Background: an optimization exercise with open tools, aiming at small area and a short achievable clock period. Do not read the settings as production practice. RTL that was checked went through simulation tests only; none was proved equivalent to the original. Only the layout flow was run in runs 1 to 6; the RTL was not checked for function there. Power and IR drop assume default switching activity.

File: flow/flow/margin.txt
13
File: flow/config.mk
export PLATFORM = sky130hd
export DESIGN_NAME = Top
export DESIGN_NICKNAME = Top
export VERILOG_FILES = /design/flow/design.v
export SDC_FILE = /design/flow/constraint.sdc
export NUM_CORES = 4
export LEC_CHECK = 0
export CAP_MARGIN = 20
export CORE_MARGIN = 2
export CORE_UTILIZATION = 40
export SLEW_MARGIN = 20
File: flow/standard.sh
#!/bin/bash
# synth_recipe.tcl (not shown) runs the flow's synth.tcl, then flattens the netlist and writes it again
# the make line also repeats each setting of config.mk as NAME=value (left out here)
make -C /OpenROAD-flow-scripts/flow DESIGN_CONFIG=/design/flow/config.mk WORK_HOME=/design/flow/orfs CLKGATE_MAP_FILE= SYNTH_SCRIPT=/design/flow/synth_recipe.tcl "${@:-finish}"
File: flow/constraint.sdc
create_clock -name core_clock -period 24.0 [get_ports {TCK}]
set_input_delay 4.8000 -clock core_clock [delete_from_list [all_inputs] [get_ports {TCK}]]
set_output_delay 4.8000 -clock core_clock [all_outputs]
set_load 0.01 [all_outputs]
File: flow/design.v
module Top #(
   parameter N = 16
) (
   input TDI,
   input TMS,
   input TCK,
   input [N-1:0] sys_pin_a,
   input [N-1:0] sys_pin_b,
   input sys_pin_cin,
   input sys_pin_sel,
   output [N-1:0] sys_pin_sum,
   output sys_pin_co,
   output TDO
);
   localparam [3:0] TLR = 4'hF, RTI = 4'hC, SEL_DR = 4'h7, CAP_DR = 4'h6,
                    SH_DR = 4'h2, EX1_DR = 4'h1, PAU_DR = 4'h3, EX2_DR = 4'h0,
                    UPD_DR = 4'h5, SEL_IR = 4'h4, CAP_IR = 4'hE, SH_IR = 4'hA,
                    EX1_IR = 4'h9, PAU_IR = 4'hB, EX2_IR = 4'h8, UPD_IR = 4'hD;
   reg [3:0] st;
   reg [3:0] st_nx;
   always @(*) begin
      case (st)
         TLR:     st_nx = TMS ? TLR : RTI;
         RTI:     st_nx = TMS ? SEL_DR : RTI;
         SEL_DR:  st_nx = TMS ? SEL_IR : CAP_DR;
         CAP_DR:  st_nx = TMS ? EX1_DR : SH_DR;
         SH_DR:   st_nx = TMS ? EX1_DR : SH_DR;
         EX1_DR:  st_nx = TMS ? UPD_DR : PAU_DR;
         PAU_DR:  st_nx = TMS ? EX2_DR : PAU_DR;
         EX2_DR:  st_nx = TMS ? UPD_DR : SH_DR;
         UPD_DR:  st_nx = TMS ? SEL_DR : RTI;
         SEL_IR:  st_nx = TMS ? TLR : CAP_IR;
         CAP_IR:  st_nx = TMS ? EX1_IR : SH_IR;
         SH_IR:   st_nx = TMS ? EX1_IR : SH_IR;
         EX1_IR:  st_nx = TMS ? UPD_IR : PAU_IR;
         PAU_IR:  st_nx = TMS ? EX2_IR : PAU_IR;
         EX2_IR:  st_nx = TMS ? UPD_IR : SH_IR;
         default: st_nx = TMS ? SEL_DR : RTI;   
      endcase
   end
   always @(posedge TCK) st <= st_nx;
   wire shift_dr = (st == SH_DR);
   wire capture_dr = (st == CAP_DR);
   wire shift_ir = (st == SH_IR);
   wire capture_ir = (st == CAP_IR);
   wire update_dr = TMS & ((st == EX1_DR) | (st == EX2_DR));
   wire update_ir = TMS & ((st == EX1_IR) | (st == EX2_IR));
   wire reset_ir = TMS & ((st == TLR) | (st == SEL_IR));
   reg ir1_sr1, ir2_sr1;
   reg br1, br2;
   reg mode1, byp1, mode2, byp2;
   always @(posedge TCK) begin
      if (shift_ir) begin
         ir1_sr1 <= br1;
         ir2_sr1 <= br2;
      end else if (capture_ir) begin
         ir1_sr1 <= 1'b1;
         ir2_sr1 <= 1'b1;
      end
   end
   always @(posedge TCK) begin
      if (reset_ir) begin
         mode1 <= 1'b0;
         byp1  <= 1'b1;
         mode2 <= 1'b0;
         byp2  <= 1'b1;
      end else if (update_ir) begin
         mode1 <= ~br1;
         byp1  <= br1 & ir1_sr1;
         mode2 <= ~br2;
         byp2  <= br2 & ir2_sr1;
      end
   end
   wire sel = sys_pin_sel;
   wire a0 = sys_pin_a[0];
   wire b0 = sys_pin_b[0];
   wire [16:0] add1;
   FastAdd fa1 (.a(sys_pin_a), .b(sys_pin_b), .cin(sys_pin_cin), .s(add1));
   wire [16:0] fast1 = sel ? {a0, {11{b0}}, a0, 2'b00, a0 ^ b0, a0} : add1;
   reg [16:0] uo1, uf1, uo2, uf2;
   wire [16:0] s1 = mode1 ? uo1 : fast1;
   wire x2 = s1[0];
   wire [16:0] g2 = sel ? {x2, {12{x2}}, 3'b000, x2} : {s1[15], s1[14:0], s1[16]};
   wire pass = ~mode1 & ~mode2 & ~sel;
   wire xo = mode1 ? uo1[0] : a0;
   wire [16:0] other = mode2 ? uo2 :
                       sel ? {xo, {12{xo}}, 3'b000, xo} :
                       {uo1[15], uo1[14:0], uo1[16]};
   wire [16:0] outv = pass ? {add1[15], add1[14:0], add1[16]} : other;
   assign sys_pin_sum = outv[15:0];
   assign sys_pin_co = outv[16];
   wire [16:0] adder1_out = mode1 ? uf1 : fast1;
   wire [16:0] adder2_out = mode2 ? uf2 : g2;
   reg [50:0] c1, c2;
   wire dr1 = byp1 ? br1 : c1[50];   
   wire [50:0] p1 = {adder1_out, sel, sys_pin_cin, sys_pin_b, sys_pin_a};
   wire [50:0] p2 = {adder2_out, sel, s1[16], s1[15:0], s1[15:0]};
   wire hold_dr = (st == EX1_DR) | (st == PAU_DR) | (st == EX2_DR);
   wire shift_any = shift_dr | shift_ir;
   wire capture_any = capture_dr | capture_ir;
   wire load_dr = ~(shift_dr | hold_dr | update_dr);
   wire load_dr1 = ~(shift_dr | hold_dr);
   always @(posedge TCK) begin
      c1[33:0] <= ({34{shift_dr}} & {c1[32:0], TDI}) | ({34{hold_dr & ~update_dr}} & c1[33:0]) |
                  ({34{update_dr}} & c2[33:0]) | ({34{load_dr}} & p1[33:0]);
      c1[50:34] <= ({17{shift_dr}} & c1[49:33]) | ({17{hold_dr}} & c1[50:34]) |
                   ({17{load_dr1}} & p1[50:34]);
      c2 <= ({51{shift_dr}} & {c2[49:0], dr1}) | ({51{hold_dr}} & c2) | ({51{load_dr1}} & p2);
   end
   always @(posedge TCK) begin
      if (shift_any) begin
         br1 <= TDI;
         br2 <= shift_dr ? dr1 : ir1_sr1;
      end else if (capture_any) begin
         br1 <= 1'b0;
         br2 <= 1'b0;
      end
   end
   wire [16:0] r1;
   Ripple rip1 (.a(c1[15:0]), .b(c1[31:16]), .cin(c1[32]), .s(r1));
   wire ua1 = c1[0], ub1 = c1[16];
   wire [16:0] f1 = c1[33] ? {ua1, {11{ub1}}, ua1, 2'b00, ua1 ^ ub1, ua1} : r1;
   always @(posedge TCK) begin
      if (update_dr) begin
         uo1 <= c1[50:34];
         uo2 <= c2[50:34];
         uf1 <= f1;
      end
      if (st == UPD_DR) uf2 <= f1;
   end
   assign TDO = shift_ir ? ir2_sr1 : shift_dr ? (byp2 ? br2 : c2[50]) : 1'b0;
endmodule
module Ripple (
   input [15:0] a,
   input [15:0] b,
   input cin,
   output [16:0] s
);
   wire [16:0] c;
   assign c[0] = cin;
   genvar i;
   generate
      for (i = 0; i < 16; i = i + 1) begin : bit_
         assign s[i] = a[i] ^ b[i] ^ c[i];
         assign c[i+1] = (a[i] & b[i]) | (c[i] & (a[i] ^ b[i]));
      end
   endgenerate
   assign s[16] = c[16];
endmodule
module FastAdd (
   input [15:0] a,
   input [15:0] b,
   input cin,
   output [16:0] s
);
   wire [16:0] g0 = {a & b, cin};
   wire [16:0] p0 = {a ^ b, 1'b0};
   wire [16:0] g1, p1, g2, p2, g3, p3, g4, p4, g5, p5;
   genvar i;
   generate
      for (i = 0; i < 17; i = i + 1) begin : lvl
         if (i % 2 == 1) begin : l1a
            assign g1[i] = g0[i] | (p0[i] & g0[i-1]);
            assign p1[i] = p0[i] & p0[i-1];
         end else begin : l1b
            assign g1[i] = g0[i];
            assign p1[i] = p0[i];
         end
         if (i % 4 >= 2) begin : l2a
            assign g2[i] = g1[i] | (p1[i] & g1[i - (i % 4) + 1]);
            assign p2[i] = p1[i] & p1[i - (i % 4) + 1];
         end else begin : l2b
            assign g2[i] = g1[i];
            assign p2[i] = p1[i];
         end
         if (i % 8 >= 4) begin : l3a
            assign g3[i] = g2[i] | (p2[i] & g2[i - (i % 8) + 3]);
            assign p3[i] = p2[i] & p2[i - (i % 8) + 3];
         end else begin : l3b
            assign g3[i] = g2[i];
            assign p3[i] = p2[i];
         end
         if (i % 16 >= 8) begin : l4a
            assign g4[i] = g3[i] | (p3[i] & g3[i - (i % 16) + 7]);
            assign p4[i] = p3[i] & p3[i - (i % 16) + 7];
         end else begin : l4b
            assign g4[i] = g3[i];
            assign p4[i] = p3[i];
         end
         if (i >= 16) begin : l5a
            assign g5[i] = g4[i] | (p4[i] & g4[15]);
         end else begin : l5b
            assign g5[i] = g4[i];
         end
      end
   endgenerate
   assign s[15:0] = p0[16:1] ^ g5[15:0];
   assign s[16] = g5[16];
endmodule
File: flow/flow/run.sh
#!/bin/bash
# Standard synthesis, then the standard layout with: timing repair that
# aims for extra setup slack (so the input-to-output paths are optimised
# beyond what the clock period needs), cell sizing not limited to the same
# footprint, and a stronger buffer on each port.
set -euo pipefail
MARGIN=$(cat flow/margin.txt)
bash standard.sh synth > synth.log 2>&1
bash standard.sh SETUP_SLACK_MARGIN=$MARGIN MATCH_CELL_FOOTPRINT=0 \
  "BUFFER_PORTS_ARGS=-buffer_cell sky130_fd_sc_hd__buf_4" finish > layout.log 2>&1
==> results of run 1 <==
-- stage by stage --
stage	worst slack (ns)	cell area, sq um
6_report	12.20	11000
5_1_grt	12.16	11000
4_1_cts	12.26	10900
3_5_place_dp	11.79	9860
3_3_place_gp	11.80	9860
2_1_floorplan	12.42	9360
-- cells in the final DEF (no fill, tap or decap), types with 6 or more instances in the layout --
master,instances
nor3_1,13
edfxtp_1,72
buf_6,9
nand2_1,148
o211ai_1,7
a21oi_2,13
a211oi_1,22
ha_4,8
o22ai_1,16
clkbuf_16,17
nor2_1,73
nand2b_1,17
o21ai_0,64
a21oi_1,34
dfxtp_1,110
inv_1,42
nand3_1,10
o21a_1,6
and3_1,8
a221oi_1,46
a31oi_1,30
mux2i_1,33
fa_1,16
buf_4,79
-- power by group --
part / switching (mW) / internal, mW
logic: 0.396 / 0.243
registers: 0.108 / 0.468
clock network: 0.139 / 0.141
-- worst max-delay path by stage --
| stage | cells past startpoint | slack, ns | to | start |
|---|---|---|---|---|
| final | 10 | 12.20 | sys_pin_co | sys_pin_a[4] |
| after global routing | 10 | 12.16 | sys_pin_co | sys_pin_a[4] |
| after global placement | 10 | 11.80 | sys_pin_co | sys_pin_a[0] |
| after detailed placement | 10 | 11.79 | sys_pin_co | sys_pin_a[0] |
| after floorplan | 9 | 12.42 | sys_pin_co | sys_pin_a[9] |
| after CTS | 10 | 12.26 | sys_pin_co | sys_pin_a[4] |
-- registers in the layout, indices dropped and copies added (netlist names), 4 cells and up --
| name | count |
|---|---|
| uf2 | 17 |
| uo1 | 17 |
| uf1 | 17 |
| uo2 | 17 |
| c2 | 51 |
| c1 | 51 |
| st | 4 |
-- cells by family after synthesis --
| group | share of synthesized area [%] |
|---|---|
| AO/OA/AOI/OAI | 20.9 |
| XOR/XNOR | 0.380 |
| adder cells (fa/ha/maj) | 6.72 |
| buffers and inverters | 5.81 |
| flip-flops | 47.3 |
| multiplexers | 3.82 |
| AND/OR/NAND/NOR | 15.1 |
-- layout make-up --
cell class / count / area [sq um] / area share (%)
clock inverters: 15 / 171 / 1.56
clock buffers: 17 / 425 / 3.87
inverters: 45 / 174 / 1.58
flip-flops and latches: 182 / 4360 / 39.7
multi-input cells: 683 / 4730 / 43.1
well taps: 285 / 357 / 3.25
repair buffers: 92 / 759 / 6.91
-- layer usage --
metal,GRT usage [%],vias up
met5,0,-
met4,6.82,0
met3,3.94,29
met2,32.8,320
met1,34.8,3720
li1,-,3647
-- what timing repair did --
item | CTS | global route
buffers inserted | 23 | 4
gates resized for setup | 60 | 14
pin swaps | 27 | 13
setup endpoints to repair | 17 | 17
==> impl_metrics.ini, run 1 <==
[pwr]
power.density_nw_per_um2 = 136
p_total_mw = 1.49
max-vdd-ir-drop_uv = 57.5
p_leak_nw = 4.21

[worst_setup_path]
rr_worst_depth = 22
crit_type = in -> out
crit_family = adder cells
cpMaxStageDelayCell = fa_2
end_kind = output pin
worstReg2RegEnd = uf1[15]
r2r_slack_ns = 16.96
required_ns = 19.20
slowest_delay_ns = 0.58
critical_path_arrival_ns = 7.00
rr_startpoint = c1[16]
critPathLaunchType = input pin
critical_path_peak_fanout = 4
crit_chain = buf_6 > ha_4 > nand3_4 > or2_4 > a2111oi_4 > o31ai_4 > nor2b_4 > fa_2 > a21oi_2 > buf_4
critical_path_buf_inv_count = 2

[yosys]
synth_warnings = 1
ys_ff_latch = 182
syn_area_per_cell_sq_um = 9.43
yosysTopAreaCell = dfxtp_1
ys_seq_area_share_pct = 47.3
netlist_area_sq_um = 9230
ys.flop_type = dfxtp_1
netlist_instances = 979
yosysUniqueCellTypes = 66
synth_most_common_cell = nand2_1
yosys.area.top_type_share_pct = 23.9
yosys-top-cells-count = 150 x nand2_1, 110 x dfxtp_1, 81 x nor2_1
syn-num-nets = 1053
async_flop_share_pct = 0
yosys-top-cells-area = dfxtp_1 24%, edfxtp_1 23%, nand2_1 6.1%
synth_edf_count = 72

[routing]
wl_met3_um = 1910
wl_per_cell_um = 20.6
wirelength_um = 27100
met2_length_um = 11600
drt-initial-drc-count = 776
final_antenna_net_count = 0
vias = 7716
wl_met1_um = 13100
highest_layer = met4
drt-vias-per-instance = 5.85
dr.pass1.iters = 5
drc = 0

[global_routing]
grt_overflow_total = 0
grt_pass1_wl_um = 42600
antenna_found_initial = 0
grt_pass1_vias = 7339
grtUsageTotal_pct = 22.8
grt_max_degree = 78

[flow_run]
maxCapViolCount = 0

[sta]
hold_viol_final = 0
setup_tns_ns = 0
drv_slew = 0
fin_crit_sh_pct = 49.2
period_minus_slack_ns = 11.80
clock.fmax_mhz = 84.7
max-slew-margin-rel_pct = 34.0
worst_clock_skew_ns = 0.0153
rsz0062_at_grt = yes
worst_pin_slew_ns = 0.989
hold-worst-slack_ns = 0.463
finalSetupViolCount = 0

[floorplanning]
io_pins = 55
die_area_sq_um = 24300
rows = 55
die_h_um = 156
fp.dieW_um = 156
coreArea_sq_um = 22600
start_util_pct = 40.8

[worst_hold_path]
whs_path_depth = 0
hp-start = c2[41]
holdPathEnd = uo2[7]
hp-class = reg -> reg

[clock_tree]
cts_hold_buf = 0
cts_buffer_depth = 2
cts.sinks = 182
cts_buffers = 17
cts-root-buf = clkbuf_16
htreeDepth = 4
clock_latency_ns = 0.44
clkTransAtPathRegs_ns = 0.07
cts_tree = done

[placement]
io_buffers = 54
gp_congestion = 0.839
post-dp-hpwl_um = 18200
placed_cells = 1260

[cells_and_area]
fin_cells = 1319
final_core_util_pct = 48.5
antenna_cells = 0
syn2layout_area_growth_pct = 19.0
fillers = 2106
drive_gt1_share_pct = 19.7
fin_nets = 1095

[status]
status = finished clean
==> inputs of run 2 (changes only) <==
--- a/flow/flow/run.sh
+++ b/flow/flow/run.sh
@@ -8,3 +8,3 @@
 bash standard.sh synth > synth.log 2>&1
 bash standard.sh SETUP_SLACK_MARGIN=$MARGIN MATCH_CELL_FOOTPRINT=0 \
-  "BUFFER_PORTS_ARGS=-buffer_cell sky130_fd_sc_hd__buf_4" finish > layout.log 2>&1
+  "BUFFER_PORTS_ARGS=-buffer_cell sky130_fd_sc_hd__buf_2" finish > layout.log 2>&1
==> run 2 against run 1 <==
  * Critical path depth is the same
  * Count of clock-buffer cells in the layout rose by 1
  * Maximum frequency grew 0.36%
  * Setup slack gained 0.043 ns
  * Synthesized cell count unchanged
  * Cell count increased by 0.91%
  * Sequential power shrank 1%
  * Sequential cell count is the same
  * Global-route usage is 0.43 points lower
==> impl_metrics.ini, run 2 <==
[sta]
worst_clock_skew_ns = 0.00921
finalWorstSetupSlack_ns = 12.24
setup_tns_ns = 0
finalSetupViolCount = 0
fin_crit_sh_pct = 49.0
period_minus_slack_ns = 11.76
hold_viol_final = 0
max-slew-margin-rel_pct = 46.5
drv_slew = 0
clock.fmax_mhz = 85.0
rsz0062_at_grt = yes
worst_pin_slew_ns = 0.803

[cells_and_area]
antenna_cells = 0
final_core_util_pct = 48.9
syn2layout_area_growth_pct = 19.8
largestRegisters = c1 (51), c2 (51)
fin_nets = 1107
fillers = 2081
drive_gt1_share_pct = 21.0
mostFrequentLayoutCell = nand2_1
final_cell_mix = 147 x nand2_1, 110 x dfxtp_1, 73 x nor2_1

[routing]
final_antenna_net_count = 0
wl_per_cell_um = 20.4
drt-initial-drc-count = 838
drc = 0
drt-vias-per-instance = 5.86
vias = 7795
dr.pass1.iters = 5
wirelength_um = 27200

[yosys]
async_flop_share_pct = 0
yosys-top-cells-count = 150 x nand2_1, 110 x dfxtp_1, 81 x nor2_1
ys.flop_type = dfxtp_1
ys_ff_latch = 182
synth_warnings = 1
yosysUniqueCellTypes = 66
synth_edf_count = 72
yosys-top-cells-area = dfxtp_1 24%, edfxtp_1 23%, nand2_1 6.1%
netlist_area_sq_um = 9230
syn-num-nets = 1053
ys_seq_area_share_pct = 47.3
netlist_instances = 979
syn_area_per_cell_sq_um = 9.43
yosysTopAreaCell = dfxtp_1
yosys.area.top_type_share_pct = 23.9
synth_most_common_cell = nand2_1

[clock_tree]
cts.sinks = 182
clkTransAtPathRegs_ns = 0.07
clock_latency_ns = 0.44
htreeDepth = 4
cts_buffer_depth = 2
cts_tree = done
cts-root-buf = clkbuf_16
cts_buffers = 17

[global_routing]
antenna_found_initial = 0
grt_max_degree = 73
grt_pass1_wl_um = 41700
grtUsageTotal_pct = 22.4
grt_overflow_total = 0
grt_pass1_vias = 7212

[flow_run]
maxCapViolCount = 0

[floorplanning]
die_h_um = 156
start_util_pct = 40.8
coreArea_sq_um = 22600
die_area_sq_um = 24300
fp.dieW_um = 156
io_pins = 55
rows = 55

[worst_setup_path]
critical_path_peak_fanout = 4
required_ns = 19.20
crit_type = in -> out
critical_path_arrival_ns = 6.96
critPathLaunchType = input pin
end_kind = output pin

[pwr]
p_leak_nw = 4.27
p_total_mw = 1.50
power.density_nw_per_um2 = 136
max-vdd-ir-drop_uv = 84.6

[placement]
io_buffers = 54
post-dp-hpwl_um = 18600
place_ws_ns = 11.54
gp_congestion = 0.853

[worst_hold_path]
hp-class = reg -> reg

[status]
status = finished clean
-- run 2: cell counts after synthesis --
No cell type changed its count.
-- run 2: logic make-up after synthesis --
kind of cell | Yosys count | synth area share [%]
AND/OR/NAND/NOR | 318 | 15.1
AO/OA/AOI/OAI | 289 | 20.9
flip-flops | 182 | 47.3
buffers and inverters | 114 | 5.81
adder cells (fa/ha/maj) | 37 | 6.72
multiplexers | 35 | 3.82
XOR/XNOR | 4 | 0.380
-- run 2: worst max-delay path, cell delays in order --
cell and delay (ns):
buf_2 0.16, ha_4 0.27, and3_4 0.22, nand2_4 0.07
a2111oi_4 0.44, o31ai_4 0.10, nor2b_4 0.14, fa_2 0.55
a21oi_2 0.06, buf_2 0.15
-- run 2: routing by layer --
layer | GRT usage, % | vias to the layer above | wire (um)
met1 | 34.1 | 3770 | 13100
met4 | 5.64 | 0 | 357
li1 | - | 3666 | -
met5 | 0 | - | 0
met2 | 32.4 | 324 | 11600
met3 | 4.33 | 35 | 2060
-- run 2: area by class of cell --
| cell class | instances | area, sq um | share of cell area, % |
|---|---|---|---|
| clock buffer | 18 | 439 | 3.97 |
| clock inverter | 14 | 165 | 1.49 |
| inverter | 45 | 175 | 1.58 |
| multi-input combinational | 683 | 4810 | 43.5 |
| sequential | 182 | 4360 | 39.5 |
| tap | 285 | 357 | 3.22 |
| timing repair buffer | 104 | 748 | 6.76 |
-- run 2: path summary, 6_finish.rpt --
path	from	endpoint	slack [ns]	cells past startpoint
worst min register to register	c1[35]	uo1[1]	0.46	0
worst max register to register	c1[0]	uf1[15]	16.90	22
worst max-delay path	sys_pin_a[7]	sys_pin_co	12.24	10
worst min-delay path	c1[35]	uo1[1]	0.46	0
-- run 2: timing repair --
item                                    4_1_cts  5_1_grt
hold buffers                                  0        0
hold endpoints to repair                      0        0
resized for setup                            73       31
endpoints found under the setup margin       17       17
setup buffers                                27       11
pin swaps                                    23       20
-- run 2: through the flow --
stage / hold slack [ns] / cell area (sq um) / cells
final: 0.461 / 11100 / 1331
after global routing: 0.472 / 11100 / 1331
after CTS: 0.461 / 10800 / 1320
after detailed placement: 0.445 / 9730 / 1261
after global placement: 0.443 / 9730 / 1261
after floorplan: 0.424 / 9360 / 979
-- run 2: where the power goes --
part / leakage (nW) / total, mW / internal (mW) / switching, mW
Combinational: 2.39 / 0.643 / 0.239 / 0.404
Sequential: 1.58 / 0.569 / 0.469 / 0.101
Clock: 0.296 / 0.290 / 0.160 / 0.131
==> inputs of run 3 (changes only) <==
--- a/flow/design.v
+++ b/flow/design.v
@@ -196,4 +196,6 @@
    endgenerate
    assign s[15:0] = p0[16:1] ^ g5[15:0];
-   assign s[16] = g5[16];
+   wire g_hi = g0[16] | (p0[16] & g0[15]);
+   wire p_hi = p0[16] & p0[15];
+   assign s[16] = g_hi | (p_hi & g5[14]);
 endmodule
--- a/flow/flow/run.sh
+++ b/flow/flow/run.sh
@@ -8,3 +8,3 @@
 bash standard.sh synth > synth.log 2>&1
 bash standard.sh SETUP_SLACK_MARGIN=$MARGIN MATCH_CELL_FOOTPRINT=0 \
-  "BUFFER_PORTS_ARGS=-buffer_cell sky130_fd_sc_hd__buf_2" finish > layout.log 2>&1
+  "BUFFER_PORTS_ARGS=-buffer_cell sky130_fd_sc_hd__buf_4" finish > layout.log 2>&1
==> run 3 against run 2 <==
  * Clock power increased by 12%
  * First-iteration DRC count decreased by 6.6%
  * Critical endpoint is now sys_pin_sum[8]
  * Total power increased by 2.3%
  * Clock skew increased by 0.0023 ns
  * Synthesized area decreased by 1.1%
  * Largest cell class unchanged
  * Sequential power about the same
  * Hold slack got worse by 0.0032 ns
  * Highest routed layer unchanged
  * Global-route usage increased by 0.27 points
  * Maximum frequency increased by 0.46%
==> impl_metrics.ini, run 3 <==
[yosys]
yosys-top-cells-area = dfxtp_1 24%, edfxtp_1 24%, nand2_1 6.5%
ys_seq_area_share_pct = 47.8
netlist_instances = 983
synth_warnings = 1
syn_area_per_cell_sq_um = 9.28
ys.flop_type = dfxtp_1
yosysTopAreaCell = dfxtp_1
synth_edf_count = 72
yosysUniqueCellTypes = 64
async_flop_share_pct = 0
netlist_area_sq_um = 9130
yosys-top-cells-count = 157 x nand2_1, 110 x dfxtp_1, 93 x nor2_1
ys_ff_latch = 182
synth_most_common_cell = nand2_1
syn-num-nets = 1057
yosys.area.top_type_share_pct = 24.1

[worst_setup_path]
crit_path_start = sys_pin_cin
critical_path_arrival_ns = 6.91
required_ns = 19.20
critPathLaunchType = input pin
worstReg2RegEnd = uf2[15]
rr_worst_depth = 22
slowest_delay_ns = 0.50
critical_path_peak_fanout = 3
crit_type = in -> out
crit_chain = buf_8 > fa_2 > a211oi_4 > o21ai_2 > a21o_1 > a21oi_2 > fa_2 > a21oi_2 > buf_4
cpMaxStageDelayCell = fa_2
end_kind = output pin
r2r_slack_ns = 16.94
worstSetupEndpoint = sys_pin_sum[8]
rr_startpoint = c1[0]

[pwr]
power.density_nw_per_um2 = 142
p_leak_nw = 4.20
p_switching_uw = 633
p_total_mw = 1.54
seq_power_share_pct = 37.1
p_int_uw = 904
p_clk_share_pct = 21.1
max-vdd-ir-drop_uv = 61.9
sw_frac_of_total_pct = 41.2
comb_power_share_pct = 41.8

[sta]
hold-worst-slack_ns = 0.458
rsz0062_at_grt = yes
drv_slew = 0
clock.fmax_mhz = 85.4
finalSetupViolCount = 0
worst_clock_skew_ns = 0.0115
max-slew-margin-rel_pct = 42.5
setup_tns_ns = 0
worst_pin_slew_ns = 0.862
hold_viol_final = 0
period_minus_slack_ns = 11.71
fin_crit_sh_pct = 48.8

[cells_and_area]
antenna_cells = 0
syn2layout_area_growth_pct = 18.7
final_cell_mix = 156 x nand2_1, 110 x dfxtp_1, 87 x nor2_1
final_core_util_pct = 48.1
drive_gt1_share_pct = 17.4
mostFrequentLayoutCell = nand2_1
largestRegisters = c1 (51), c2 (51)
fin_nets = 1085
fin_cells = 1309

[floorplanning]
start_util_pct = 40.6
die_h_um = 155
io_pins = 55
rows = 55
coreArea_sq_um = 22500
die_area_sq_um = 24000
fp.dieW_um = 155

[routing]
drt-initial-drc-count = 783
wl_per_cell_um = 20.4
drt-vias-per-instance = 5.82
final_antenna_net_count = 0
wirelength_um = 26700
vias = 7620
dr.pass1.iters = 5
drc = 0

[global_routing]
grt_pass1_wl_um = 42000
grt_pass1_vias = 7303
grt_max_degree = 64
grt_overflow_total = 0
grtUsageTotal_pct = 22.6
antenna_found_initial = 0

[clock_tree]
clkTransAtPathRegs_ns = 0.06
cts_tree = done
cts_hold_buf = 0
cts.sinks = 182
cts-root-buf = clkbuf_16
htreeDepth = 4
cts_buffer_depth = 2
cts_buffers = 17
clock_latency_ns = 0.44

[placement]
gp_congestion = 0.857
placed_cells = 1266
io_buffers = 54
post-dp-hpwl_um = 18100

[flow_run]
maxCapViolCount = 0

[status]
status = finished clean

[worst_hold_path]
hp-class = reg -> reg
## run 3: cell count changes after synthesis, sizes merged, moves of 5 or more
cell	before	now
a211oi	24	16
o21ai	70	76
a21o	3	10
a21oi	48	43
o32ai	0	6
nand2	150	157
nor2	81	93
and2	6	1
## run 3: layout make-up
type                       instances  area (sq um)
clock inverter                    14           246
sequential                       182          4360
clock buffer                      18           429
tap                              285           357
fill                            2118         11700
timing repair buffer              78           608
multi-input combinational        683          4640
inverter                          49           190
## run 3: cell families after synthesis
family	after synthesis	synth area share, %
simple gates	319	14.8
compound gates	290	21.6
flops	182	47.8
buf+inv	118	5.00
fa+ha+maj	37	6.72
mux	32	3.55
xor+xnor	5	0.480
## run 3: how the worst min path moves through the flow
stage | startpoint | endpoint | slack [ns] | cells past startpoint
floorplan | c1[41] | uo1[7] | 0.42 | 0
global placement | c1[41] | uo1[7] | 0.44 | 0
detailed placement | c1[35] | uo1[1] | 0.44 | 0
CTS | c1[41] | uo1[7] | 0.46 | 0
global route | c1[47] | uo1[13] | 0.47 | 0
finish | c1[41] | uo1[7] | 0.46 | 0
## run 3: routing by layer
metal | wire length (um) | up-vias | GRT usage [%]
met5 | 0 | - | 0
met4 | 365 | 0 | 6.00
met3 | 1940 | 31 | 3.84
met2 | 11600 | 332 | 33.2
met1 | 12800 | 3645 | 34.5
li1 | - | 3612 | -
## run 3: stage by stage
step                      area, sq um  setup slack (ns)
final                           10800             12.29
after global placement           9820             12.07
after CTS                       10700             12.31
after global routing            10800             12.20
after detailed placement         9820             11.95
after floorplan                  9200             12.63
## run 3: power groups by stage
stage,combinational (mW),clock (mW),sequential [mW]
after floorplan,0.437,0,0.534
after global placement,0.612,0,0.574
after detailed placement,0.620,0,0.576
after CTS,0.636,0.327,0.570
after global routing,0.718,0.340,0.588
final,0.643,0.324,0.570
## run 3: what timing repair did
action                                  4_1_cts  5_1_grt
endpoints found under the setup margin       17       17
setup buffers                                 8        3
pin swaps                                    15       11
gates resized for setup                      39       13
## run 3: worst max-delay path, delay by kind of cell
kind	cells	cell delay [ns]
compound gates	5	0.94
buf+inv	2	0.24
fa+ha+maj	2	0.92
==> inputs of run 4 (changes only) <==
--- a/flow/config.mk
+++ b/flow/config.mk
@@ -9,3 +9,4 @@
 export CORE_MARGIN = 2
 export CORE_UTILIZATION = 40
+export CTS_BUF_LIST = sky130_fd_sc_hd__clkbuf_8
 export SLEW_MARGIN = 20
==> run 4 against run 3 <==
  * First-iteration DRC count is 20% lower
  * Clock power shrank 22%
  * Non-clock buffer count up 1
  * Count of clock-buffer cells in the layout down 1
  * Cell count about the same
  * Final area shrank 1.7%
  * Register-to-register slack better by 0.02 ns
==> impl_metrics.ini, run 4 <==
[sta]
hold-worst-slack_ns = 0.463
hold_viol_final = 0
clock.fmax_mhz = 85.4
worst_clock_skew_ns = 0.00880
fin_crit_sh_pct = 48.8
drv_slew = 0
setup_tns_ns = 0
rsz0062_at_grt = yes
max-slew-margin-rel_pct = 43.4
period_minus_slack_ns = 11.70
worst_pin_slew_ns = 0.848
finalSetupViolCount = 0

[placement]
io_buffers = 54
post-dp-hpwl_um = 18100
placed_cells = 1266
gp_congestion = 0.857

[floorplanning]
rows = 55
die_area_sq_um = 24000
coreArea_sq_um = 22500
fp.dieW_um = 155
start_util_pct = 40.6
io_pins = 55
die_h_um = 155

[global_routing]
grtUsageTotal_pct = 22.6
busiest_layer = met1
grt_pass1_wl_um = 41900
grt_pass1_vias = 7286
use_met1_pct = 34.3
met2_usage_pct = 33.5
grt_overflow_total = 0
use_met3_pct = 4.23
antenna_found_initial = 0
grt_max_degree = 64

[yosys]
netlist_area_sq_um = 9130
ys_seq_area_share_pct = 47.8
ys.flop_type = dfxtp_1
yosys.area.top_type_share_pct = 24.1
netlist_instances = 983
synth_edf_count = 72
yosys-top-cells-area = dfxtp_1 24%, edfxtp_1 24%, nand2_1 6.5%
ys_ff_latch = 182
synth_most_common_cell = nand2_1
async_flop_share_pct = 0
yosysUniqueCellTypes = 64
yosysTopAreaCell = dfxtp_1
syn-num-nets = 1057
yosys-top-cells-count = 157 x nand2_1, 110 x dfxtp_1, 93 x nor2_1
synth_warnings = 1
syn_area_per_cell_sq_um = 9.28

[routing]
vias = 7601
wirelength_um = 26700
final_antenna_net_count = 0
dr.pass1.iters = 5
drt-initial-drc-count = 630
drt-vias-per-instance = 5.80
wl_per_cell_um = 20.4
drc = 0

[worst_setup_path]
rr_worst_depth = 22
worstSetupEndpoint = sys_pin_sum[12]
crit_path_start = sys_pin_a[6]
crit_chain = buf_4 > ha_1 > nand3_1 > or3_1 > a21boi_2 > or3_1 > a21oi_1 > nor2_1 > buf_4
end_kind = output pin
critical_path_peak_fanout = 4
crit_family = simple AND/OR/NAND/NOR gates
slowest_delay_ns = 0.46
crit_type = in -> out
critical_path_arrival_ns = 6.90
r2r_slack_ns = 16.96
cp_num_cells = 9
rr_startpoint = c1[0]
critical_path_buf_inv_count = 2
required_ns = 19.20
cpMaxStageDelayCell = or3_1
worstReg2RegEnd = uf2[15]
critPathLaunchType = input pin

[pwr]
p_total_mw = 1.46
max-vdd-ir-drop_uv = 45.3
p_leak_nw = 4.12
power.density_nw_per_um2 = 138

[cells_and_area]
largestRegisters = c1 (51), c2 (51)
mostFrequentLayoutCell = nand2_1
final_core_util_pct = 47.3
fin_cells = 1310
syn2layout_area_growth_pct = 16.6
fin_nets = 1086
final_cell_mix = 156 x nand2_1, 110 x dfxtp_1, 87 x nor2_1
drive_gt1_share_pct = 17.5
antenna_cells = 0

[flow_run]
maxCapViolCount = 0

[worst_hold_path]
hp-class = reg -> reg

[clock_tree]
cts_buffer_depth = 2
cts_buffers = 17
htreeDepth = 4
clock_latency_ns = 0.47
cts_tree = done
cts.sinks = 182
clkTransAtPathRegs_ns = 0.09
cts_hold_buf = 0
cts-root-buf = clkbuf_8

[status]
status = finished clean
[run 4: cell counts after synthesis]
Identical to the previous run, type by type.
[run 4: worst min path at each step]
stage           start  depth (start not counted)  slack [ns]       to
5_1_grt        c1[47]                          0        0.48  uo1[13]
2_1_floorplan  c1[41]                          0        0.42   uo1[7]
3_5_place_dp   c1[35]                          0        0.44   uo1[1]
6_report       c1[41]                          0        0.46   uo1[7]
4_1_cts        c1[41]                          0        0.46   uo1[7]
3_3_place_gp   c1[41]                          0        0.44   uo1[7]
[run 4: per-layer routing]
metal | share of wire (%) | up-vias
li1 | - | 3602
met1 | 48 | 3644
met2 | 44 | 335
met3 | 7.1 | 20
met4 | 0.82 | 0
met5 | 0 | -
[run 4: cell families (layout without fill, tap and decap cells)]
family / after synthesis / after routing / share of synthesized area (%)
AND/OR/NAND/NOR: 319 / 319 / 14.8
AO/OA/AOI/OAI: 290 / 290 / 21.6
flip-flops: 182 / 182 / 47.8
buffers and inverters: 118 / 160 / 5.00
adder cells (fa/ha/maj): 37 / 37 / 6.72
multiplexers: 32 / 32 / 3.55
XOR/XNOR: 5 / 5 / 0.480
[run 4: area by class of cell]
cell class                      instances  area, sq um
Inverter                               49          190
Timing Repair Buffer                   79          612
Fill cell                            2144        11900
Sequential cell                       182         4360
Multi-Input combinational cell        683         4640
Tap cell                              285          357
Clock inverter                         15          250
Clock buffer                           17          234
[run 4: timing repair]
item / in CTS / in global routing
endpoints found under the setup margin: 17 / 17
buffers inserted: 8 / 4
pin swaps: 15 / 11
resized for setup: 36 / 15
[run 4: through the flow]
| stage | setup WS (ns) | cell area (sq um) |
|---|---|---|
| 3_3_place_gp | 12.07 | 9820 |
| 5_1_grt | 12.19 | 10600 |
| 3_5_place_dp | 11.95 | 9820 |
| 2_1_floorplan | 12.63 | 9200 |
| 6_report | 12.30 | 10600 |
| 4_1_cts | 12.31 | 10500 |
[run 4: power breakdown]
group          switching [mW]  total (mW)  internal (mW)
Combinational           0.402       0.641          0.239
Sequential              0.102       0.570          0.468
Clock                   0.119       0.254          0.135
==> inputs of run 5 (changes only) <==
--- a/flow/design.v
+++ b/flow/design.v
@@ -156,11 +156,19 @@
    wire [16:0] g0 = {a & b, cin};
    wire [16:0] p0 = {a ^ b, 1'b0};
-   wire [16:0] g1, p1, g2, p2, g3, p3, g4, p4, g5, p5;
+   wire [16:0] gp, pp;
+   wire [16:0] g1, p1, g2, p2, g3, p3, g4, p4;
+   wire [16:0] c;   
    genvar i;
    generate
+      for (i = 1; i < 17; i = i + 1) begin : pair
+         assign gp[i] = g0[i] | (p0[i] & g0[i-1]);
+         assign pp[i] = p0[i] & p0[i-1];
+      end
+      assign gp[0] = g0[0];
+      assign pp[0] = p0[0];
       for (i = 0; i < 17; i = i + 1) begin : lvl
          if (i % 2 == 1) begin : l1a
-            assign g1[i] = g0[i] | (p0[i] & g0[i-1]);
-            assign p1[i] = p0[i] & p0[i-1];
+            assign g1[i] = gp[i];
+            assign p1[i] = pp[i];
          end else begin : l1b
             assign g1[i] = g0[i];
@@ -188,14 +196,16 @@
             assign p4[i] = p3[i];
          end
-         if (i >= 16) begin : l5a
-            assign g5[i] = g4[i] | (p4[i] & g4[15]);
-         end else begin : l5b
-            assign g5[i] = g4[i];
-         end
       end
    endgenerate
-   assign s[15:0] = p0[16:1] ^ g5[15:0];
-   wire g_hi = g0[16] | (p0[16] & g0[15]);
-   wire p_hi = p0[16] & p0[15];
-   assign s[16] = g_hi | (p_hi & g5[14]);
+   generate
+      for (i = 0; i < 17; i = i + 1) begin : cy
+         if (i == 2 || i == 4 || i == 8 || i == 16) begin : pw
+            assign c[i] = gp[i] | (pp[i] & c[i-2]);
+         end else begin : sk
+            assign c[i] = g4[i];
+         end
+      end
+   endgenerate
+   assign s[15:0] = p0[16:1] ^ c[15:0];
+   assign s[16] = c[16];
 endmodule
==> run 5 against run 4 <==
  * Count of clock-buffer cells in the layout is 1 higher
  * Clock power is 18% lower
  * Synthesized area is 0.41% higher
  * Clock skew is 0.0017 ns higher
  * Total power is 4.4% lower
  * Synthesized cell count is 8.0% lower
  * Largest cell class unchanged
==> impl_metrics.ini, run 5 <==
[yosys]
ys_seq_area_share_pct = 47.6
synth_edf_count = 72
yosysUniqueCellTypes = 70
netlist_area_sq_um = 9160
yosysTopAreaCell = dfxtp_1
netlist_instances = 904
syn_area_per_cell_sq_um = 10.1
ys_ff_latch = 182
yosys-top-cells-count = 110 x dfxtp_1, 97 x nand2_1, 72 x edfxtp_1
async_flop_share_pct = 0
ys.flop_type = dfxtp_1
synth_most_common_cell = dfxtp_1
synth_warnings = 1
yosys-top-cells-area = dfxtp_1 24%, edfxtp_1 24%, mux2i_1 5.1%
syn-num-nets = 975
yosys.area.top_type_share_pct = 24.0

[sta]
worst_clock_skew_ns = 0.0105
max-slew-margin-rel_pct = 38.9
setup_tns_ns = 0
worst_pin_slew_ns = 0.916
finalWorstSetupSlack_ns = 12.44
finalSetupViolCount = 0
hold-worst-slack_ns = 0.466
fin_crit_sh_pct = 48.2
rsz0062_at_grt = yes
drv_slew = 0
period_minus_slack_ns = 11.56
clock.fmax_mhz = 86.5
hold_viol_final = 0

[routing]
wl_per_cell_um = 22.3
wirelength_um = 27900
drt-initial-drc-count = 698
dr.pass1.iters = 5
drt-vias-per-instance = 6.07
drc = 0
final_antenna_net_count = 0
vias = 7577

[clock_tree]
htreeDepth = 4
cts_buffers = 17
cts_buffer_depth = 2
clkTransAtPathRegs_ns = 0.10
clock_latency_ns = 0.48
cts_hold_buf = 0
cts-root-buf = clkbuf_8
cts_tree = done
cts.sinks = 182

[pwr]
p_leak_nw = 4.19
max-vdd-ir-drop_uv = 45.6
p_total_mw = 1.40
power.density_nw_per_um2 = 130

[global_routing]
grtUsageTotal_pct = 23.3
grt_pass1_vias = 7336
grt_max_degree = 68
grt_overflow_total = 0
antenna_found_initial = 0
grt_pass1_wl_um = 43100

[floorplanning]
die_h_um = 155
die_area_sq_um = 24100
start_util_pct = 40.6
coreArea_sq_um = 22600
fp.dieW_um = 155
rows = 55
io_pins = 55

[worst_hold_path]
hp-start = c2[44]
hp-class = reg -> reg

[cells_and_area]
syn2layout_area_growth_pct = 17.5
mostFrequentLayoutCell = dfxtp_1
fin_nets = 1022
fin_cells = 1249
final_cell_mix = 110 x dfxtp_1, 95 x nand2_1, 85 x buf_4
largestRegisters = c1 (51), c2 (51)
drive_gt1_share_pct = 20.2
antenna_cells = 0

[worst_setup_path]
critical_path_peak_fanout = 6
crit_path_start = sys_pin_cin
crit_type = in -> out
rr_startpoint = c1[0]
cpMaxStageDelayCell = fa_2
slowest_delay_ns = 0.41
crit_family = compound AO/OA/AOI/OAI gates
critical_path_buf_inv_count = 2
required_ns = 19.20
critPathLaunchType = input pin
end_kind = output pin
crit_chain = buf_8 > fa_2 > a211oi_4 > o21ai_4 > a21o_4 > a21boi_4 > mux2i_2 > nor2_1 > buf_4
critical_path_arrival_ns = 6.76

[placement]
place_ws_ns = 12.26
gp_congestion = 0.857
io_buffers = 54
post-dp-hpwl_um = 18400
placed_cells = 1195

[status]
status = finished clean

[flow_run]
maxCapViolCount = 0
run 5: stage by stage:
step / instance area, sq um / utilization [%]
after CTS: 10700 / 47.2
after global routing: 10800 / 47.7
final: 10800 / 47.7
after floorplan: 9200 / -
after detailed placement: 9840 / 43.6
after global placement: 9840 / 43.6
run 5: where the power goes:
group          switching [mW]  total (mW)  internal, mW
combinational           0.384       0.634         0.249
clock                   0.115       0.209        0.0939
sequential              0.100       0.559         0.459
total                   0.599        1.40         0.802
run 5: kinds of logic (layout without fill, tap and decap cells):
kind of cell	after synthesis	count (layout)	share of synthesized area [%]
mux	49	49	5.38
fa+ha+maj	34	34	6.03
buf+inv	99	159	4.23
simple gates	222	222	11.1
flops	182	182	47.6
xor+xnor	13	13	1.24
compound gates	305	305	24.4
run 5: worst reg2reg max path: stages, from the launching register on:
cell and delay (ns):
dfxtp_1 0.43, fa_1 0.51, fa_1 0.40, inv_1 0.09, fa_1 0.18, fa_1 0.16, inv_1 0.06, fa_1 0.38
fa_1 0.40, fa_1 0.40, fa_1 0.40, fa_1 0.43, fa_1 0.43, fa_1 0.43, fa_1 0.41, fa_1 0.38
inv_1 0.08, fa_1 0.17, inv_1 0.06, fa_1 0.36, inv_1 0.08, fa_1 0.41, o21ai_0 0.38
run 5: what timing repair did:
action / 4_1_cts / 5_1_grt
endpoints found under the hold margin: 0 / 0
resized for setup: 54 / 10
pin swaps: 26 / 19
buffers inserted: 15 / 7
gates cloned: 0 / 0
setup endpoints to repair: 17 / 14
run 5: worst paths after layout:
kind	slack [ns]	to	cells past startpoint
max	12.44	sys_pin_co	9
min	0.47	uo2[10]	0
max reg2reg	16.76	uf1[15]	22
min reg2reg	0.47	uo2[10]	0
run 5: layout make-up:
type | count | area (sq um)
clock buffers | 18 | 248
clock inverters | 14 | 136
fillers | 2137 | 11800
inverters | 37 | 143
multi-input cells | 623 | 4820
flip-flops and latches | 182 | 4360
well taps | 285 | 357
repair buffers | 90 | 702
run 5: metal layers:
metal  wire [um]  up-vias  GRT usage (%)
met2       12300      326           35.3
met1       13100     3748           34.3
li1            -     3474              -
met3        2250       29           5.07
met4         289        0           5.02
met5           0        -              0
==> inputs of run 6 (changes only) <==
--- a/flow/design.v
+++ b/flow/design.v
@@ -154,12 +154,12 @@
    output [16:0] s
 );
-   wire [16:0] g0 = {a & b, cin};
-   wire [16:0] p0 = {a ^ b, 1'b0};
-   wire [16:0] gp, pp;
-   wire [16:0] g1, p1, g2, p2, g3, p3, g4, p4;
-   wire [16:0] c;   
+   wire [15:0] g0 = a & b;
+   wire [15:0] p0 = a ^ b;
+   wire [15:0] gp, pp;   
+   wire [15:0] g1, p1, g2, p2, g3, p3, g4, p4;
+   wire [15:0] gg, pg;   
    genvar i;
    generate
-      for (i = 1; i < 17; i = i + 1) begin : pair
+      for (i = 1; i < 16; i = i + 1) begin : pair
          assign gp[i] = g0[i] | (p0[i] & g0[i-1]);
          assign pp[i] = p0[i] & p0[i-1];
@@ -167,5 +167,5 @@
       assign gp[0] = g0[0];
       assign pp[0] = p0[0];
-      for (i = 0; i < 17; i = i + 1) begin : lvl
+      for (i = 0; i < 16; i = i + 1) begin : lvl
          if (i % 2 == 1) begin : l1a
             assign g1[i] = gp[i];
@@ -196,16 +196,17 @@
             assign p4[i] = p3[i];
          end
+         if (i == 2 || i == 4 || i == 8) begin : pw
+            assign gg[i] = gp[i] | (pp[i] & gg[i-2]);
+            assign pg[i] = pp[i] & pg[i-2];
+         end else begin : sk
+            assign gg[i] = g4[i];
+            assign pg[i] = p4[i];
+         end
       end
    endgenerate
-   generate
-      for (i = 0; i < 17; i = i + 1) begin : cy
-         if (i == 2 || i == 4 || i == 8 || i == 16) begin : pw
-            assign c[i] = gp[i] | (pp[i] & c[i-2]);
-         end else begin : sk
-            assign c[i] = g4[i];
-         end
-      end
-   endgenerate
-   assign s[15:0] = p0[16:1] ^ c[15:0];
+   wire [16:1] c = gg | (pg & {16{cin}});
+   assign s[0] = p0[0] ^ cin;
+   assign s[1] = cin ? (p0[1] ^ (a[0] | b[0])) : (p0[1] ^ g0[0]);
+   assign s[15:2] = p0[15:2] ^ c[15:2];
    assign s[16] = c[16];
 endmodule
==> run 6 against run 5 <==
  * Still clean on timing, DRC and antenna
  * Maximum frequency is 0.77% higher
  * Total power is 3.3% higher
  * Synthesized area is 1.2% higher
  * Die area is 1.2% higher
  * Cell count is 6.3% higher
  * Register-to-register slack better by 0.28 ns
  * Final area is 5.5% higher
  * Sequential power hardly changed
  * Combinational power is 3% higher
  * Hold slack worse by 0.0011 ns
  * Critical path depth is 2 higher
  * Setup slack better by 0.088 ns
  * Critical path type unchanged
==> impl_metrics.ini, run 6 <==
[status]
status = finished clean

[yosys]
yosysUniqueCellTypes = 68
syn_area_per_cell_sq_um = 9.56
synth_warnings = 1
synth_edf_count = 72
yosysTopAreaCell = dfxtp_1
yosys-top-cells-count = 143 x nand2_1, 110 x dfxtp_1, 72 x edfxtp_1
syn-num-nets = 1041
ys_seq_area_share_pct = 47.1
ys.flop_type = dfxtp_1
netlist_area_sq_um = 9280
synth_most_common_cell = nand2_1
ys_ff_latch = 182
yosys.area.top_type_share_pct = 23.7
netlist_instances = 970
yosys-top-cells-area = dfxtp_1 24%, edfxtp_1 23%, nand2_1 5.8%
async_flop_share_pct = 0

[routing]
drt-vias-per-instance = 6.06
final_antenna_net_count = 0
drc = 0
wl_per_cell_um = 22.3
dr.pass1.iters = 7
wirelength_um = 29700
vias = 8053
drt-initial-drc-count = 744

[placement]
post-dp-hpwl_um = 19400
placed_cells = 1255
gp_congestion = 0.909
io_buffers = 54

[worst_setup_path]
required_ns = 19.20
r2r_slack_ns = 17.04
end_kind = output pin
crit_type = in -> out
critical_path_peak_fanout = 5
critPathLaunchType = input pin
critical_path_arrival_ns = 6.68

[pwr]
p_total_mw = 1.45
power.density_nw_per_um2 = 127
p_leak_nw = 4.39
max-vdd-ir-drop_uv = 54.5

[floorplanning]
die_area_sq_um = 24400
rows = 55
io_pins = 55
die_h_um = 156
fp.dieW_um = 156
coreArea_sq_um = 22700
start_util_pct = 40.8

[cells_and_area]
largestRegisters = c1 (51), c2 (51)
final_core_util_pct = 50.1
mostFrequentLayoutCell = nand2_1
fin_nets = 1101
final_cell_mix = 140 x nand2_1, 109 x dfxtp_1, 87 x buf_4
syn2layout_area_growth_pct = 22.6
drive_gt1_share_pct = 22.7
antenna_cells = 0
fin_cells = 1328

[sta]
finalSetupViolCount = 0
period_minus_slack_ns = 11.48
setup_tns_ns = 0
hold_viol_final = 0
worst_clock_skew_ns = 0.0169
max-slew-margin-rel_pct = 26.9
clock.fmax_mhz = 87.1
worst_pin_slew_ns = 1.08
drv_slew = 0
fin_crit_sh_pct = 47.8
rsz0062_at_grt = yes

[clock_tree]
cts_buffer_depth = 2
cts.sinks = 182
cts_hold_buf = 0
cts-root-buf = clkbuf_8
clkTransAtPathRegs_ns = 0.09
cts_buffers = 17
htreeDepth = 4
clock_latency_ns = 0.49
cts_tree = done

[global_routing]
grt_pass1_vias = 7508
use_met1_pct = 37.5
antenna_found_initial = 1
grt_max_degree = 62
grt_overflow_total = 0
busiest_layer = met1
grt_pass1_wl_um = 45000
grtUsageTotal_pct = 24.3
met2_usage_pct = 34.7
use_met3_pct = 4.57

[flow_run]
maxCapViolCount = 0

[worst_hold_path]
hp-class = reg -> reg
==> run 6: cell types whose count changed after synthesis, moves of 7 or more <==
cell / before / now
nand2_1: 97 / 143
mux2i_1: 47 / 29
nor3_1: 11 / 24
o21ai_0: 55 / 65
o22ai_1: 20 / 11
a31oi_1: 15 / 22
buf_1: 2 / 9
nor2_1: 52 / 59
==> run 6: per-stage QoR <==
step / hold slack, ns / setup WS, ns / cell area, sq um
3_5_place_dp: 0.446 / 11.91 / 10000
6_report: 0.464 / 12.52 / 11400
3_3_place_gp: 0.438 / 12.05 / 10000
5_1_grt: 0.478 / 12.49 / 11400
4_1_cts: 0.468 / 12.54 / 11000
2_1_floorplan: 0.429 / 12.83 / 9390
==> run 6: final timing paths <==
check / startpoint / to / depth (start not counted)
setup reg to reg: c1[0] / uf1[15] / 22
setup / recovery: sys_pin_a[0] / sys_pin_sum[7] / 11
hold / removal: c1[36] / uo1[2] / 0
hold reg to reg: c1[36] / uo1[2] / 0
==> run 6: cell families (layout without fill, tap and decap cells) <==
group           Yosys count  after routing  synth area share [%]
compound gates          320            320                  24.8
simple gates            288            288                  13.7
flops                   182            182                  47.1
buf+inv                 108            181                  4.59
fa+ha+maj                34             34                  5.88
mux                      30             30                  3.25
xor+xnor                  8              8                 0.755
==> run 6: what timing repair did <==
| item | CTS | global route |
|---|---|---|
| gates cloned | 0 | 0 |
| endpoints found under the setup margin | 16 | 15 |
| setup buffers | 26 | 15 |
| resized for setup | 81 | 40 |
| pin swaps | 30 | 25 |
==> run 6: power by group <==
group	switching [mW]	leakage (nW)	total [mW]	internal, mW
clock	0.124	0.215	0.240	0.116
combinational	0.396	2.60	0.650	0.254
sequential	0.0983	1.58	0.556	0.458
==> run 6: worst max-delay path, stage by stage <==
cell and delay (ns):
buf_12 0.11, inv_4 0.05, ha_4 0.21, a211oi_4 0.28, buf_4 0.18, o21bai_4 0.07, o32a_1 0.40, xor2_4 0.26
nor2_2 0.09, nor2_2 0.12, buf_6 0.11
==> run 6: metal layers <==
layer / wire [um] / part of all wire (%) / vias to the layer above
met5: 0 / 0 / -
met4: 326 / 1.1 / 0
met3: 2650 / 8.9 / 38
met2: 12800 / 43 / 395
met1: 13900 / 47 / 3911
li1: - / - / 3709
==> run 6: layout make-up <==
type | count | area, sq um
clock inverters | 15 | 213
repair buffers | 110 | 931
clock buffers | 17 | 234
multi-input cells | 680 | 5110
well taps | 285 | 357
fillers | 2092 | 11300
inverters | 39 | 158
flip-flops and latches | 182 | 4370
==> inputs of run 7 (changes only) <==
--- a/flow/design.v
+++ b/flow/design.v
@@ -76,5 +76,8 @@
    wire b0 = sys_pin_b[0];
    wire [16:0] add1;
-   FastAdd fa1 (.a(sys_pin_a), .b(sys_pin_b), .cin(sys_pin_cin), .s(add1));
+   wire [16:1] add1_c;   
+   wire [15:0] add1_p;   
+   FastAdd fa1 (.a(sys_pin_a), .b(sys_pin_b), .cin(sys_pin_cin), .s(add1), .cy(add1_c),
+                .pr(add1_p));
    wire [16:0] fast1 = sel ? {a0, {11{b0}}, a0, 2'b00, a0 ^ b0, a0} : add1;
    reg [16:0] uo1, uf1, uo2, uf2;
@@ -87,5 +90,16 @@
                        sel ? {xo, {12{xo}}, 3'b000, xo} :
                        {uo1[15], uo1[14:0], uo1[16]};
-   wire [16:0] outv = pass ? {add1[15], add1[14:0], add1[16]} : other;
+   wire [16:0] outv;
+   assign outv[0] = pass ? add1[16] : other[0];
+   assign outv[1] = pass ? add1[0] : other[1];
+   assign outv[2] = pass ? add1[1] : other[2];
+   genvar k;
+   generate
+      for (k = 2; k < 16; k = k + 1) begin : ob
+         wire x0 = pass ? add1_p[k] : other[k+1];
+         wire x1 = pass ? ~add1_p[k] : other[k+1];
+         assign outv[k+1] = add1_c[k] ? x1 : x0;
+      end
+   endgenerate
    assign sys_pin_sum = outv[15:0];
    assign sys_pin_co = outv[16];
@@ -152,5 +166,7 @@
    input [15:0] b,
    input cin,
-   output [16:0] s
+   output [16:0] s,
+   output [16:1] cy,
+   output [15:0] pr
 );
    wire [15:0] g0 = a & b;
@@ -210,3 +226,5 @@
    assign s[15:2] = p0[15:2] ^ c[15:2];
    assign s[16] = c[16];
+   assign cy = c;
+   assign pr = p0;
 endmodule
==> run 7 against run 6 <==
  * Core utilization fell by 0.69 points
  * Synthesized cell count fell by 9.9%
  * Sequential share of layout area rose by 2.2 points
  * Final area shrank 5.5%
  * Global-route usage decreased by 2.0 points
  * Wire length decreased by 11%
  * Non-clock buffer count is 7 lower
  * Sequential cell count is the same
  * Cell count down 7.5%
  * Clock power is 11% lower
  * Critical path type unchanged
  * Largest cell class unchanged
  * Largest power group unchanged
  * Highest routed layer unchanged
==> impl_metrics.ini, run 7 <==
[clock_tree]
cts_tree = done
htreeDepth = 4
clkTransAtPathRegs_ns = 0.10
cts.sinks = 182
cts_buffers = 17
cts-root-buf = clkbuf_8
cts_buffer_depth = 2
clock_latency_ns = 0.47

[cells_and_area]
final_cell_mix = 110 x dfxtp_1, 85 x buf_4, 81 x nand2_1
drive_gt1_share_pct = 22.4
syn2layout_area_growth_pct = 21.6
antenna_cells = 0
largestRegisters = c1 (51), c2 (51)
stdcell_area_sq_um = 10700
fin_nets = 1006
mostFrequentLayoutCell = dfxtp_1

[routing]
wirelength_um = 26300
drc = 0
final_antenna_net_count = 0
drt-initial-drc-count = 630
dr.pass1.iters = 5
wl_per_cell_um = 21.4
drt-vias-per-instance = 5.90
vias = 7250

[yosys]
synth_edf_count = 72
yosysUniqueCellTypes = 57
netlist_area_sq_um = 8830
synth_compound_area_share_pct = 23.2
ys_ff_latch = 182
yosysTopAreaCell = dfxtp_1
synth-simple-area-share_pct = 10.4
yosys-top-cells-count = 110 x dfxtp_1, 83 x nand2_1, 72 x edfxtp_1
yosys-top-cells-area = dfxtp_1 25%, edfxtp_1 24%, mux2i_1 5.4%
synthXorXnorAreaFrac_pct = 1.09
ys_seq_area_share_pct = 49.4
synth_top_family_by_area = compound AO/OA/AOI/OAI gates
netlist_instances = 874
async_flop_share_pct = 0
synth_mux_area_share_pct = 5.57
ys.flop_type = dfxtp_1
synth_most_common_cell = dfxtp_1
synth-adder-area-share_pct = 6.18
yosys.area.top_type_share_pct = 24.9
syn_area_per_cell_sq_um = 10.1
synth_warnings = 1
syn-num-nets = 945

[floorplanning]
die_h_um = 153
io_pins = 55
rows = 54
fp.dieW_um = 153
coreArea_sq_um = 21800
start_util_pct = 40.6
die_area_sq_um = 23300

[sta]
fin_crit_sh_pct = 49.0
period_minus_slack_ns = 11.77
setup_tns_ns = 0
worst_pin_slew_ns = 0.911
hold_viol_final = 0
max-slew-margin-rel_pct = 39.0
finalWorstSetupSlack_ns = 12.23
clock.fmax_mhz = 85.0
worst_clock_skew_ns = 0.0131
finalSetupViolCount = 0
drv_slew = 0
rsz0062_at_grt = yes

[worst_setup_path]
critical_path_arrival_ns = 6.97
crit_type = in -> out
crit_path_start = sys_pin_a[4]
required_ns = 19.20
end_kind = output pin
critPathLaunchType = input pin
critical_path_peak_fanout = 3
rr_startpoint = c1[0]

[worst_hold_path]
hp-start = c2[49]
hp-class = reg -> reg

[pwr]
power.density_nw_per_um2 = 131
p_leak_nw = 4.16
max-vdd-ir-drop_uv = 40.8

[placement]
io_buffers = 54
gp_congestion = 0.863
post-dp-hpwl_um = 17500
place_ws_ns = 12.00
placed_cell_area_sq_um = 9610

[status]
status = finished clean

[flow_run]
maxCapViolCount = 0

[global_routing]
grt_pass1_vias = 6844
grt_overflow_total = 0
grt_pass1_wl_um = 40300
grtUsageTotal_pct = 22.3
antenna_found_initial = 0
grt_max_degree = 86
[run 7: cell types whose count changed after synthesis, sizes merged, moves of 12 or more]
| cell | delta |
|---|---|
| nand2 | -60 |
| mux2i | +19 |
| nor3 | -16 |
| o22ai | +13 |
| a211oi | -12 |
| buf | -12 |
[run 7: logic make-up after synthesis]
logic type / count (synthesis)
adders and majority gates: 34
xor gates and xnor gates: 11
DFF: 182
and+or+nand+nor: 202
AOI/OAI and AO/OA: 298
buffers and inverters: 98
muxes: 49
[run 7: critical path, stage by stage]
cell     delay, ns
buf_4         0.12
ha_1          0.25
a21oi_2       0.17
o21ai_2       0.08
and2_1        0.21
or2_1         0.26
a21oi_2       0.21
xnor2_2       0.11
or3_4         0.39
a22o_4        0.24
buf_6         0.12
[run 7: timing repair]
action                                  CTS  global route
hold buffers                              0             0
pin swaps                                35            40
buffers inserted                         20            14
gates resized for setup                  54            37
endpoints found under the setup margin   16            17
[run 7: per-layer routing]
metal | GRT usage [%] | part of all wire (%) | vias up
met2 | 31.6 | 43 | 315
li1 | - | - | 3364
met3 | 3.73 | 7.6 | 26
met5 | 0 | 0 | -
met4 | 5.07 | 1.1 | 0
met1 | 35.2 | 48 | 3545
[run 7: path summary, 6_finish.rpt]
path,to,slack (ns),cells past startpoint
worst max-delay path,sys_pin_co,12.23,11
worst min-delay path,uo2[15],0.46,0
worst min register to register,uo2[15],0.46,0
worst max register to register,uf1[15],17.08,22
[run 7: per-stage QoR]
| stage | util, % | hold slack, ns | total power [mW] | std cells |
|---|---|---|---|---|
| after floorplan | - | 0.429 | 0.936 | 874 |
| after global placement | 44.2 | 0.438 | 1.15 | 1161 |
| after detailed placement | 44.2 | 0.440 | 1.15 | 1161 |
| after CTS | 47.8 | 0.462 | 1.38 | 1213 |
| after global routing | 49.4 | 0.474 | 1.50 | 1228 |
| final | 49.4 | 0.463 | 1.41 | 1228 |
[run 7: final cells by class]
| type | count | area, sq um |
|---|---|---|
| fillers | 2011 | 11000 |
| multi-input cells | 594 | 4610 |
| flip-flops and latches | 182 | 4360 |
| repair buffers | 103 | 872 |
| well taps | 280 | 350 |
| clock buffers | 18 | 248 |
| clock inverters | 14 | 150 |
| inverters | 37 | 148 |
[run 7: report_power, final]
part	switching [mW]	internal, mW
Sequential	0.0972	0.458
Clock	0.118	0.0959
Combinational	0.379	0.261
==> inputs of run 8 (changes only) <==
==> flow/flow/margin.txt (replaced) <==
12.6
--- a/flow/config.mk
+++ b/flow/config.mk
@@ -8,5 +8,5 @@
 export CAP_MARGIN = 20
 export CORE_MARGIN = 2
-export CORE_UTILIZATION = 40
+export CORE_UTILIZATION = 60
 export CTS_BUF_LIST = sky130_fd_sc_hd__clkbuf_8
 export SLEW_MARGIN = 20
==> run 8 against run 7 <==
  * Still clean
  * First-iteration DRC count increased by 47%
  * Synthesized area stayed put
  * Total power shrank 1.3%
  * Non-clock buffer count fell by 18
  * Core utilization up 22 points
  * Register-to-register slack worse by 0.15 ns
  * Die area is 33% lower
  * Hold slack lost 0.0030 ns
  * Setup slack gained 0.087 ns
  * Sequential power is essentially flat
  * Wire length down 3.7%
==> impl_metrics.ini, run 8 <==
[global_routing]
grt_overflow_total = 0
grt_max_degree = 100
grt_pass1_wl_um = 40200
grt_pass1_vias = 7173
grtUsageTotal_pct = 32.7
antenna_found_initial = 0

[sta]
hold_viol_final = 0
worst_pin_slew_ns = 1.11
finalSetupViolCount = 0
drv_slew = 0
worst_clock_skew_ns = 0.0103
setup_tns_ns = 0
period_minus_slack_ns = 11.68
rsz0062_at_grt = yes
hold-worst-slack_ns = 0.460
max-slew-margin-rel_pct = 26.1
fin_crit_sh_pct = 48.7
clock.fmax_mhz = 85.6

[clock_tree]
cts.sinks = 182
clock_latency_ns = 0.47
cts_buffers = 17
cts_buffer_depth = 2
cts-root-buf = clkbuf_8
htreeDepth = 4
cts_tree = done
clkTransAtPathRegs_ns = 0.09

[cells_and_area]
fin_nets = 988
antenna_cells = 0
fin_cells = 1114
final_cell_mix = 110 x dfxtp_1, 83 x nand2_1, 74 x buf_4
mostFrequentLayoutCell = dfxtp_1
drive_gt1_share_pct = 18.7
syn2layout_area_growth_pct = 16.7
largestRegisters = c1 (51), c2 (51)
stdcell_area_sq_um = 10300
final_core_util_pct = 71.2

[pwr]
p_clk_share_pct = 15.6
max-vdd-ir-drop_uv = 67.1
seq_power_share_pct = 40.0
p_leak_nw = 4.04
sw_frac_of_total_pct = 41.7
comb_power_share_pct = 44.5
p_int_uw = 811
power.density_nw_per_um2 = 135
p_switching_uw = 580

[routing]
drt-vias-per-instance = 6.72
dr.pass1.iters = 6
drt-initial-drc-count = 925
wl_per_cell_um = 22.8
drc = 0
wirelength_um = 25300
vias = 7487
final_antenna_net_count = 0

[worst_setup_path]
critical_path_arrival_ns = 6.88
crit_chain = buf_4 > ha_4 > a21oi_1 > o21ai_1 > and2_1 > or2_1 > a21oi_2 > xnor2_2 > or3_4 > a22o_1 > buf_6
slowest_delay_ns = 0.35
end_kind = output pin
crit_type = in -> out
r2r_slack_ns = 16.93
required_ns = 19.20
critPathLaunchType = input pin
critical_path_peak_fanout = 5
cpMaxStageDelayCell = or3_4

[yosys]
ys_ff_latch = 182
yosys-top-cells-count = 110 x dfxtp_1, 83 x nand2_1, 72 x edfxtp_1
syn-num-nets = 945
async_flop_share_pct = 0
yosys.area.top_type_share_pct = 24.9
yosysUniqueCellTypes = 57
synth_mux_area_share_pct = 5.57
ys.flop_type = dfxtp_1
synth_edf_count = 72
synth-simple-area-share_pct = 10.4
synth-adder-area-share_pct = 6.18
yosys-top-cells-area = dfxtp_1 25%, edfxtp_1 24%, mux2i_1 5.4%
syn_area_per_cell_sq_um = 10.1
netlist_area_sq_um = 8830
synth_warnings = 1
netlist_instances = 874
synth_top_family_by_area = compound AO/OA/AOI/OAI gates
ys_seq_area_share_pct = 49.4
synthXorXnorAreaFrac_pct = 1.09
yosysTopAreaCell = dfxtp_1
synth_most_common_cell = dfxtp_1
synth_compound_area_share_pct = 23.2

[status]
status = finished clean

[floorplanning]
io_pins = 55
rows = 44
fp.dieW_um = 125
die_h_um = 125
coreArea_sq_um = 14500
die_area_sq_um = 15700
start_util_pct = 61.0

[placement]
placed_cell_area_sq_um = 9400
gp_congestion = 0.864
post-dp-hpwl_um = 16800
placed_cells = 1064
io_buffers = 54

[flow_run]
maxCapViolCount = 0

[worst_hold_path]
hp-class = reg -> reg
## run 8: changes by cell type in the layout (fill, tap and decap cells not counted), sizes merged
cell      previous run  this run
inv                 40        39
bufinv               2         3
clkinv               3         5
clkinvlp             6         4
buf                103        85
## run 8: repair_timing
item / 4_1_cts / 5_1_grt
gates resized for setup: 40 / 37
hold buffers: 0 / 0
setup endpoints to repair: 11 / 15
setup buffers: 13 / 4
pin swaps: 15 / 28
## run 8: critical path, delay by kind of cell
family          cells  cell delay [ns]
simple gates        3             0.79
compound gates      4             0.68
fa+ha+maj           1             0.26
buf+inv             2             0.24
xor+xnor            1             0.10
## run 8: cells by family (layout without fill, tap and decap cells)
logic type / Yosys count / count (layout)
buffers and inverters: 98 / 154
and+or+nand+nor: 202 / 202
xor gates and xnor gates: 11 / 11
adders and majority gates: 34 / 34
muxes: 49 / 49
DFF: 182 / 182
AOI/OAI and AO/OA: 298 / 298
## run 8: final timing paths
kind,from,endpoint,cells past startpoint
max,sys_pin_a[5],sys_pin_co,11
min,c1[35],uo1[1],0
max reg2reg,c1[0],uf1[15],22
min reg2reg,c1[35],uo1[1],0
## run 8: routing by layer
| metal | wire (um) | GRT usage (%) | up-vias |
|---|---|---|---|
| met5 | 0 | 0 | - |
| met2 | 11200 | 48.1 | 447 |
| li1 | - | - | 3332 |
| met4 | 378 | 8.30 | 0 |
| met3 | 2600 | 7.36 | 36 |
| met1 | 11200 | 49.4 | 3672 |
## run 8: final cells by class
cell class / instances / area [sq um]
Tap cell: 184 / 230
Fill cell: 1079 / 4170
Timing Repair Buffer: 85 / 724
Clock buffer: 18 / 248
Multi-Input combinational cell: 594 / 4430
Clock inverter: 14 / 156
Sequential cell: 182 / 4360
Inverter: 37 / 153
## run 8: power by group through the flow
stage / clock (mW) / combinational (mW) / sequential, mW
3_3_place_gp: 0 / 0.562 / 0.556
4_1_cts: 0.218 / 0.595 / 0.554
3_5_place_dp: 0 / 0.579 / 0.560
6_report: 0.216 / 0.618 / 0.556
2_1_floorplan: 0 / 0.411 / 0.521
5_1_grt: 0.230 / 0.676 / 0.570
## run 8: through the flow
stage,setup slack (ns),power [mW]
CTS,12.29,1.37
global route,12.24,1.48
detailed placement,11.97,1.14
finish,12.32,1.39
floorplan,12.62,0.931
global placement,12.14,1.12

==> static timing again, ports no longer ideal <==
Ports are ideal in the flow. The routed layouts listed here were re-timed in OpenROAD. Step 1, drivers: a clkbuf_16 drives TCK and a buf_2 each remaining input, both assumed. Step 2 also shifts input and output timing later by t, the mid clock arrival at the registers, as if the neighbouring blocks saw the same clock. a / b / c = ideal / step 1 / step 2; a / b = the first two.
| run | t (ns) | setup slack, ns | worst hold slack (ns) | worst slew at a driven data input, ns |
|---|---|---|---|---|
| run 1 | 0.477 | 12.197 / 12.161 / 12.161 | 0.463 / 0.463 / 0.463 | 0.08 |
| run 2 | 0.482 | 12.240 / 12.208 / 12.208 | 0.461 / 0.461 / 0.461 | 0.08 |
| run 3 | 0.482 | 12.294 / 12.254 / 12.254 | 0.458 / 0.458 / 0.458 | 0.05 |
| run 4 | 0.512 | 12.296 / 12.260 / 12.260 | 0.463 / 0.463 / 0.463 | 0.05 |
| run 5 | 0.509 | 12.436 / 12.398 / 12.398 | 0.466 / 0.466 / 0.466 | 0.06 |
| run 6 | 0.526 | 12.524 / 12.464 / 12.464 | 0.464 / 0.464 / 0.464 | 0.06 |
| run 7 | 0.506 | 12.233 / 12.162 / 12.162 | 0.463 / 0.463 / 0.463 | 0.10 |
| run 8 | 0.505 | 12.320 / 12.287 / 12.287 | 0.460 / 0.460 / 0.460 | 0.07 |
After both steps setup and hold are still met in every run listed. The setup slack of run 7, which loses most, moves by -0.071 ns with the drivers and by -0.071 ns with both steps.
